Source: an optimization exercise on an open RTL-to-GDS flow (aim: a short achievable clock period and few clock cycles). Production flows keep margins and buffers that such runs may drop. Function was checked by simulation only, so behaviour that the tests miss may differ from the original. Power and IR drop assume default switching activity.

==> 05-03 <==
==> flow/design.v (excerpt) <==
module manta_style (
    input clk,
    input rst,
    output [15:0] imem_addr,
    input  [15:0] imem_rdata,
    output [15:0] dmem_addr,
    output        dmem_we,
    output [15:0] dmem_wdata,
    input  [15:0] dmem_rdata
);
Settings: LEC_CHECK=0, CAP_MARGIN=40, CORE_MARGIN=2, CORE_UTILIZATION=40, PLACE_DENSITY=0.6, SETUP_SLACK_MARGIN=5, SLEW_MARGIN=40; clock period 8.5 ns.
standard.sh (not shown) runs the stock make flow with config.mk's settings and CLKGATE_MAP_FILE= SYNTH_SCRIPT=/design/flow/synth_recipe.tcl, a recipe that flattens the netlist after the stock synthesis.
==> flow/flow/run.sh <==
#!/bin/bash
set -euo pipefail
bash standard.sh SETUP_SLACK_MARGIN=5.7 "BUFFER_PORTS_ARGS=-buffer_cell sky130_fd_sc_hd__buf_4" finish > standard.log 2>&1
==> 03-12 (differences from 05-03) <==
--- a/flow/design.v
+++ b/flow/design.v
@@ -511,49 +511,45 @@
     wire s205 = s177 ^ q3_13 ^ c176;
     wire c206 = (s177 & q3_13) | (s177 & c176) | (q3_13 & c176);
     wire s207 = s179 ^ q3_14 ^ c178;
     wire c208 = (s179 & q3_14) | (s179 & c178) | (q3_14 & c178);
     wire s209 = s181 ^ q3_15 ^ c180;
     wire c210 = (s181 & q3_15) | (s181 & c180) | (q3_15 & c180);
     wire [15:0] ra = {s209, s207, s205, s203, s201, s199, s197, s195, s193, s191, s189, s187, s185, s183, q0_1, q0_0};
     wire [15:0] rb = {c208, c206, c204, c202, c200, c198, c196, c194, c192, c190, c188, c186, c184, q2_2, q1_1, 1'b0};
-    wire [16:0] sum;
-    ks_add #(.W(16), .L(4)) cpa (.a(ra), .b(rb), .cin(1'b0), .sum(sum[15:0]), .cout(sum[16]));
+    wire [16:0] sum = {1'b0, ra} + {1'b0, rb};
     assign ovf = ovf1_q | sum[16] | c182 | c210 | c8_q | c10_q | c12_q | c50_q | c52_q | c54_q | c56_q | c106_q | c108_q | c110_q | c154_q | c156_q;
     assign product = sum[15:0];
 endmodule
 module alu (
     input      [15:0] A,
     input      [15:0] B,
     input      [3:0]  shamt,
     input      [15:0] pc1,
     input             op_add,     
     input             op_sub,
     input             op_and,
     input             op_or,
     input             op_xor,
     input             op_shl,
     input             op_shr,
     input             op_link,
-    input             ld,         
-    input      [15:0] ld_data,
     output     [15:0] sum,
     output     [15:0] out
 );
     ks_add #(.W(16), .L(4)) add (.a(A), .b(op_sub ? ~B : B), .cin(op_sub), .sum(sum), .cout());
     wire [15:0] shl = A << shamt;
     wire [15:0] shr = A >> shamt;
     wire [15:0] other = ({16{op_and}}  & (A & B))
                | ({16{op_or}}   & (A | B))
                | ({16{op_xor}}  & (A ^ B))
                | ({16{op_shl}}  & shl)
                | ({16{op_shr}}  & shr)
-               | ({16{op_link}} & pc1)
-               | ({16{ld}}      & ld_data);
+               | ({16{op_link}} & pc1);
     assign out = (op_add | op_sub) ? sum : other;
 endmodule
 module ks_add #(
     parameter W = 16,
     parameter L = 4              
 ) (
     input  [W-1:0] a,
     input  [W-1:0] b,
@@ -582,39 +578,33 @@
     assign sum  = p[0] ^ {g[L][W-2:0], cin};
     assign cout = g[L][W-1];
 endmodule
 module register_file (
     input             clk,
     input             rst,
     input      [3:0]  rd_1,
     input      [3:0]  rd_2,
-    input      [3:0]  rd_3,
-    input      [3:0]  rd_4,
     input      [3:0]  wr,
     input      [15:0] wr_data,
     input             wr_en,
     output     [15:0] rd_1_data,
-    output     [15:0] rd_2_data,
-    output     [15:0] rd_3_data,
-    output     [15:0] rd_4_data
+    output     [15:0] rd_2_data
 );
     reg [15:0] gpr [1:15];
     integer i;
     always @(posedge clk) begin
         if (rst) begin
             for (i = 1; i < 16; i = i + 1) gpr[i] <= 16'd0;
         end else if (wr_en && wr != 4'd0) begin
             gpr[wr] <= wr_data;
         end
     end
     assign rd_1_data = (rd_1 == 4'd0) ? 16'd0 : gpr[rd_1];
     assign rd_2_data = (rd_2 == 4'd0) ? 16'd0 : gpr[rd_2];
-    assign rd_3_data = (rd_3 == 4'd0) ? 16'd0 : gpr[rd_3];
-    assign rd_4_data = (rd_4 == 4'd0) ? 16'd0 : gpr[rd_4];
 endmodule
 module manta_style (
     input clk,
     input rst,
     output [15:0] imem_addr,
     input  [15:0] imem_rdata,
     output [15:0] dmem_addr,
     output        dmem_we,
@@ -622,40 +612,27 @@
     input  [15:0] dmem_rdata
 );
     reg [15:0] fa;               
     reg        lr_v;             
     reg [3:0]  lr_rd;            
     reg [15:0] lr_q;
     assign imem_addr = fa;
     wire [3:0]  f_op     = imem_rdata[15:12];
-    wire        f_pnt;            
-    wire        f_bne_t  = (f_op == 4'hd) && (imem_rdata[11:8] != imem_rdata[3:0]) && !f_pnt;
+    wire        f_bne_t  = (f_op == 4'hd) && (imem_rdata[11:8] != imem_rdata[3:0]);
     wire        f_jalr_p = (f_op == 4'hf) && lr_v && (imem_rdata[11:8] == lr_rd);
     wire        f_jmp    = f_bne_t || (f_op == 4'he) || f_jalr_p;
     wire [15:0] f_off4   = {{12{imem_rdata[7]}}, imem_rdata[7:4]};
-    wire [15:0] f_off8   = {{8{imem_rdata[11]}}, imem_rdata[11:4]};
+    wire [15:0] f_off    = f_op[1] ? {{8{imem_rdata[11]}}, imem_rdata[11:4]} : f_off4;
     wire [15:0] f_seq    = fa + 16'd1;
-    wire [15:0] f_tgt_8, f_tgt_4, f_tgt_r;
-    ks_add #(.W(16), .L(4)) j_add (.a(fa), .b(f_off8), .cin(1'b0), .sum(f_tgt_8), .cout());
-    ks_add #(.W(16), .L(4)) b_add (.a(fa), .b(f_off4), .cin(1'b0), .sum(f_tgt_4), .cout());
-    ks_add #(.W(16), .L(4)) r_add (.a(lr_q), .b(f_off4), .cin(1'b0), .sum(f_tgt_r), .cout());
-    wire        f_s8 = !f_jalr_p && f_op[1];
-    wire        f_s4 = !f_jalr_p && !f_op[1];
-    wire [15:0] f_tgt = ({16{f_jalr_p}} & f_tgt_r) | ({16{f_s8}} & f_tgt_8) | ({16{f_s4}} & f_tgt_4);
+    wire [15:0] f_tgt    = f_jalr_p ? lr_q + f_off4 : fa + f_off;
     reg        d_valid;
     reg [15:0] d_ir;
     reg [15:0] d_pc1;
     reg [3:0]  d_r1, d_r2;       
-    reg [15:0] d_fb;             
-    reg        b_hm, b_hw, b_hz;  
-    reg        c_hm, c_hw, c_hz;  
-    reg        d_pnt;            
-    reg [15:0] d_fb2;            
-    reg        d_pok;            
     reg        d_jp;             
     reg [15:0] d_pbase;
     wire [3:0] d_op = d_ir[15:12];
     wire [3:0] d_ra = d_ir[11:8];
     wire [3:0] d_rb = d_ir[7:4];
     wire [3:0] d_rc = d_ir[3:0];
     wire       d_uses_a = (d_op != 4'he);
     wire       d_rr     = (d_op < 4'h6);                     
@@ -680,95 +657,61 @@
     reg        e_bt;             
     reg        e_jp;             
     reg [15:0] e_pbase;
     reg        m_wr;
     reg [3:0]  m_rd;
     reg        m_mul;
     reg [15:0] m_res;
     reg        m_jmiss;          
-    reg [15:0] m_jb, m_joff;     
-    wire [15:0] m_jt = m_jb + m_joff;
+    reg [15:0] m_jt;
     reg        w_wr;
     reg [3:0]  w_rd;
     reg [15:0] w_res;
-    reg        z_wr;             
-    reg [3:0]  z_rd;
-    reg [15:0] z_res;
-    wire [15:0] rf1, rf2, rf3, rf4;
-    wire [3:0]  f_r1 = (f_op != 4'he) ? imem_rdata[11:8] : 4'd0;
+    wire [15:0] rf1, rf2;
     register_file rf (
         .clk(clk), .rst(rst),
-        .rd_1(d_r1), .rd_2(d_r2), .rd_3(f_r1), .rd_3_data(rf3),
-        .rd_4(imem_rdata[7:4]), .rd_4_data(rf4),
+        .rd_1(d_r1), .rd_2(d_r2),
         .wr(w_rd), .wr_data(w_res), .wr_en(w_wr),
         .rd_1_data(rf1), .rd_2_data(rf2)
     );
     wire [15:0] d_v1 = (w_wr && w_rd == d_r1) ? w_res : rf1;
     wire [15:0] d_v2 = (w_wr && w_rd == d_r2) ? w_res : rf2;
     wire d_he1 = e_wr && (e_rd == d_r1) && (d_r1 != 4'd0);
     wire d_he2 = e_wr && (e_rd == d_r2) && (d_r2 != 4'd0);
     wire d_hm1 = m_wr && (m_rd == d_r1) && (d_r1 != 4'd0);
     wire d_hm2 = m_wr && (m_rd == d_r2) && (d_r2 != 4'd0);
     wire d_ls = (d_op == 4'hb) || (d_op == 4'hc);
     wire d_stall = d_valid && ((e_late && (d_he1 || d_he2)) ||
                                (d_ls && (d_he1 || (d_hm1 && m_mul))) ||
                                ((d_op == 4'hc) && d_hm2 && m_mul));
     wire [15:0] d_sd = d_hm2 ? m_res : d_v2;
-    wire [15:0] d_base = b_hm ? m_res : (b_hw ? w_res : (b_hz ? z_res : d_fb));
-    wire [3:0]  b_r1n = d_stall ? d_r1 : f_r1;      
-    wire [3:0]  c_r2n = d_stall ? d_rb : imem_rdata[7:4];
-    wire d_zc = d_valid && ((d_op == 4'h1) || (d_op == 4'h4)) && (d_rc != 4'd0) &&
-                !(e_wr && (((e_rd == d_ra) && (d_ra != 4'd0)) || ((e_rd == d_rb) && (d_rb != 4'd0)))) &&
-                !(m_mul && (b_hm || c_hm));
-    wire d_zeq = d_zc && d_pok && (d_fb == d_fb2) && !(b_hm || b_hw || b_hz || c_hm || c_hw || c_hz);
-    assign f_pnt = d_zeq && (f_op == 4'hd) &&
-                   (((imem_rdata[11:8] == d_rc) && (imem_rdata[3:0] == 4'd0)) ||
-                    ((imem_rdata[3:0] == d_rc) && (imem_rdata[11:8] == 4'd0)));
-    wire [15:0] d_addr;
-    ks_add #(.W(16), .L(4)) agu (.a(d_base), .b({12'd0, d_ir[7:4]}), .cin(1'b0), .sum(d_addr), .cout());
+    wire [15:0] d_base = d_hm1 ? m_res : d_v1;
+    wire [15:0] d_addr = d_base + {12'd0, d_ir[7:4]};
     wire [15:0] x_a = e_fam ? m_res : (e_faw ? w_res : e_a);
     wire [15:0] x_b = e_fbm ? m_res : (e_fbw ? w_res : e_b);
     wire [15:0] x_s = e_fsm ? m_res : (e_fsw ? w_res : e_s);
     wire [15:0] x_sum, x_out;
     alu alu (
         .A(x_a), .B(x_b), .shamt(e_b[3:0]), .pc1(e_pc1),
         .op_add(e_add), .op_sub(e_sub), .op_and(e_and), .op_or(e_or),
         .op_xor(e_xor), .op_shl(e_shl), .op_shr(e_shr), .op_link(e_link),
-        .ld(e_load), .ld_data(dmem_rdata),
         .sum(x_sum), .out(x_out)
     );
     wire [15:0] mul_out;
     wire [15:0] x_ma = e_mfam ? m_res : (e_mfaw ? w_res : e_a);
     wire [15:0] x_mb = e_mfbm ? m_res : (e_mfbw ? w_res : e_b);
     wire        mul_ovf;
     multiplier3 mul (.clk(clk), .A(x_ma), .B(x_mb), .product(mul_out), .ovf(mul_ovf));
-    wire a_m = e_fam, a_w = !e_fam && e_faw, a_e = !e_fam && !e_faw;
-    wire b_m = e_fbm, b_w = !e_fbm && e_fbw, b_e = !e_fbm && !e_fbw;
-    wire s_m = e_fsm, s_w = !e_fsm && e_fsw, s_e = !e_fsm && !e_fsw;
-    wire eq_mw = (m_res == w_res);
-    wire eq_am = (e_a == m_res), eq_aw = (e_a == w_res);
-    wire eq_sm = (e_s == m_res), eq_sw = (e_s == w_res), eq_as = (e_a == e_s);
-    wire eq_bm = (e_b == m_res), eq_bw = (e_b == w_res), eq_ab = (e_a == e_b);
-    wire eq_pm = (e_pbase == m_res), eq_pw = (e_pbase == w_res), eq_pa = (e_pbase == e_a);
-    wire x_eq_as = (a_m && s_m) || (a_w && s_w) ||
-                   (a_m && s_w && eq_mw) || (a_w && s_m && eq_mw) ||
-                   (a_m && s_e && eq_sm) || (a_w && s_e && eq_sw) ||
-                   (a_e && s_m && eq_am) || (a_e && s_w && eq_aw) || (a_e && s_e && eq_as);
-    wire x_eq_ab = (a_m && b_m) || (a_w && b_w) ||
-                   (a_m && b_w && eq_mw) || (a_w && b_m && eq_mw) ||
-                   (a_m && b_e && eq_bm) || (a_w && b_e && eq_bw) ||
-                   (a_e && b_m && eq_am) || (a_e && b_w && eq_aw) || (a_e && b_e && eq_ab);
-    wire x_eq_ap = (a_m && eq_pm) || (a_w && eq_pw) || (a_e && eq_pa);
-    wire x_bmiss = e_valid && e_bne && e_bt && x_eq_as;
-    wire x_jmiss = e_valid && e_jalr && !(e_jp && x_eq_ap);
+    wire x_bmiss = e_valid && e_bne && e_bt && (x_a == x_s);
+    wire x_jmiss = e_valid && e_jalr && !(e_jp && (x_a == e_pbase));
     wire x_redir = x_bmiss || x_jmiss || m_jmiss;
     wire d_fuse = d_valid && (d_op == 4'hd) && e_valid && e_zcmp && e_wr &&
                   (((d_ra == e_rd) && (d_rc == 4'd0)) || ((d_rc == e_rd) && (d_ra == 4'd0)));
-    wire d_early = d_fuse && !d_pnt && x_eq_ab;
+    wire d_early = d_fuse && (x_a == x_b);
     assign dmem_addr  = e_addr;
     assign dmem_we    = e_we;
     assign dmem_wdata = e_fdm ? m_res : e_sd;
     always @(posedge clk) begin
         if (rst) begin
             fa <= 16'd0;
         end else if (m_jmiss) begin
             fa <= m_jt;
@@ -786,33 +729,23 @@
             lr_rd <= imem_rdata[3:0];
             lr_q  <= f_seq;
         end
         if (rst || x_redir || d_early) begin
             d_valid <= 1'b0;
         end else if (!d_stall) begin
             d_valid <= 1'b1;
         end
-        d_fb <= d_stall ? d_base : rf3;
-        d_fb2 <= rf4;
-        d_pok <= !d_stall;
-        c_hm <= e_wr && (e_rd == c_r2n) && (c_r2n != 4'd0);
-        c_hw <= m_wr && (m_rd == c_r2n) && (c_r2n != 4'd0);
-        c_hz <= w_wr && (w_rd == c_r2n) && (c_r2n != 4'd0);
-        b_hm <= e_wr && (e_rd == b_r1n) && (b_r1n != 4'd0);
-        b_hw <= m_wr && (m_rd == b_r1n) && (b_r1n != 4'd0);
-        b_hz <= w_wr && (w_rd == b_r1n) && (b_r1n != 4'd0);
         if (!d_stall) begin
             d_ir    <= imem_rdata;
-            d_r1    <= f_r1;
+            d_r1    <= (f_op != 4'he) ? imem_rdata[11:8] : 4'd0;
             d_r2    <= (f_op < 4'h6) ? imem_rdata[7:4] :
                        ((f_op == 4'hc) || (f_op == 4'hd)) ? imem_rdata[3:0] : 4'd0;
             d_pc1   <= f_seq;
             d_jp    <= f_jalr_p;
-            d_pnt   <= f_pnt;
             d_pbase <= lr_q;
         end
         e_rd   <= d_rc;
         e_late <= (d_op == 4'h5);
         e_addr <= d_addr;
         e_sd   <= d_sd;
         e_fdm  <= d_he2 && (d_op == 4'hc);
         e_load <= (d_op == 4'hb);
@@ -838,45 +771,40 @@
         e_fbm  <= d_he2 && !d_imm;
         e_fbw  <= d_hm2 && !d_imm;
         e_fsm  <= d_he2;
         e_fsw  <= d_hm2;
         e_mfam <= d_he1 && (d_op == 4'h5);
         e_mfaw <= d_hm1 && (d_op == 4'h5);
         e_mfbm <= d_he2 && (d_op == 4'h5);
         e_mfbw <= d_hm2 && (d_op == 4'h5);
-        e_bt   <= (d_ra != d_rc) && !d_early && !d_pnt;
+        e_bt   <= (d_ra != d_rc) && !d_early;
         e_jp   <= d_jp;
         e_pbase <= d_pbase;
         if (rst || x_redir || d_stall || !d_valid) begin
             e_valid <= 1'b0;
             e_wr    <= 1'b0;
             e_we    <= 1'b0;
         end else begin
             e_valid <= 1'b1;
             e_wr    <= d_wr;
             e_we    <= (d_op == 4'hc);
         end
         m_rd    <= e_rd;
         m_mul   <= e_mul;
-        m_res   <= x_out;
-        m_jb    <= x_a;
-        m_joff  <= e_b;
+        m_res   <= e_load ? dmem_rdata : x_out;
+        m_jt    <= x_sum;
         if (rst) begin
             m_wr <= 1'b0;
             m_jmiss <= 1'b0;
         end else begin
             m_jmiss <= x_jmiss;
             m_wr <= e_wr;
         end
         w_rd  <= m_rd;
-        z_rd  <= w_rd;
-        z_res <= w_res;
         w_res <= m_mul ? (mul_out | {16{mul_ovf}}) : m_res;
         if (rst) begin
             w_wr <= 1'b0;
-            z_wr <= 1'b0;
         end else begin
             w_wr <= m_wr;
-            z_wr <= w_wr;
         end
     end
 endmodule
==> qor summary <==
quantity	03-12	05-03
Post-Synth Simple-Gate Area	0.1374	0.1392
Critical path data arrival time	4.09 ns	4.22 ns
Multi-input gates	2259	3137
Seq area share	0.3430	0.2948
Area occupied by multi-input gates	21330 um^2	29390 um^2
Routed metal-1 wire length	52.37 mm	73.05 mm
Crit. path cell count	14	13
Share of power burned in combinational logic	0.282	0.338
Seq power	3.84 mW	4.24 mW
Initial antenna violation count	2	14
Post-route design area	47430 um^2	59740 um^2
Starting Density	0.4047	0.4023
Worst slack at placement	4.099 ns	3.765 ns
Starting DRC count in detailed routing	3412	6349
Largest net degree at the start of global routing	42	66
Worst-skew pair later-pin latency	0.63 ns	0.70 ns
Count of sequential standard cells	635	703
Worst path max stage delay	0.53 ns	0.37 ns
Length in cells of the worst reg-to-reg path	14	16
Time the final worst path needs with I/O delays and setup	3.554 ns	3.646 ns
Outcome	no timing/DRC/antenna violations	no timing/DRC/antenna violations
Most common library cell in the layout ignoring fill and taps	sky130_fd_sc_hd__edfxtp_1	sky130_fd_sc_hd__nor2_1
Mean Syn Cell Area	11.13 um^2	10.58 um^2
Testbench counts of 05-03, summed over its fixed seeds: cycles 525,453.
Testbench counts of 03-12, summed over its fixed seeds: cycles 528,626.

-- afterwards: timing with drivers on the ports --
The results above use ideal ports. As a check the final layouts listed here were re-extracted and re-timed, cells and wires unchanged. Step 1 assumes that a clkbuf_16 drives the clock port and a buf_2 every other input. Step 2 moves the port delays by t, midway between the first and last clock arrival at a register: inputs arrive t later, outputs are due t later. That takes back most of the time a late clock gives input paths. a / b / c = ideal / step 1 / step 2; a / b = the first two.
run	t (ns)	setup WS [ns]	worst hold slack (ns)	clock arrival spread, ns	worst data-port slew with drivers (ns)
05-03	0.745	4.854 / 4.808 / 4.063	0.339 / 0.339 / 0.339	0.060 / 0.060	0.39
03-12	0.683	4.946 / 4.946 / 4.314	0.332 / 0.332 / 0.332	0.033 / 0.033	0.13
After both steps setup and hold are still met in every run listed. The setup slack of 05-03, which loses most, moves by -0.046 ns with the drivers and by -0.791 ns with both steps.
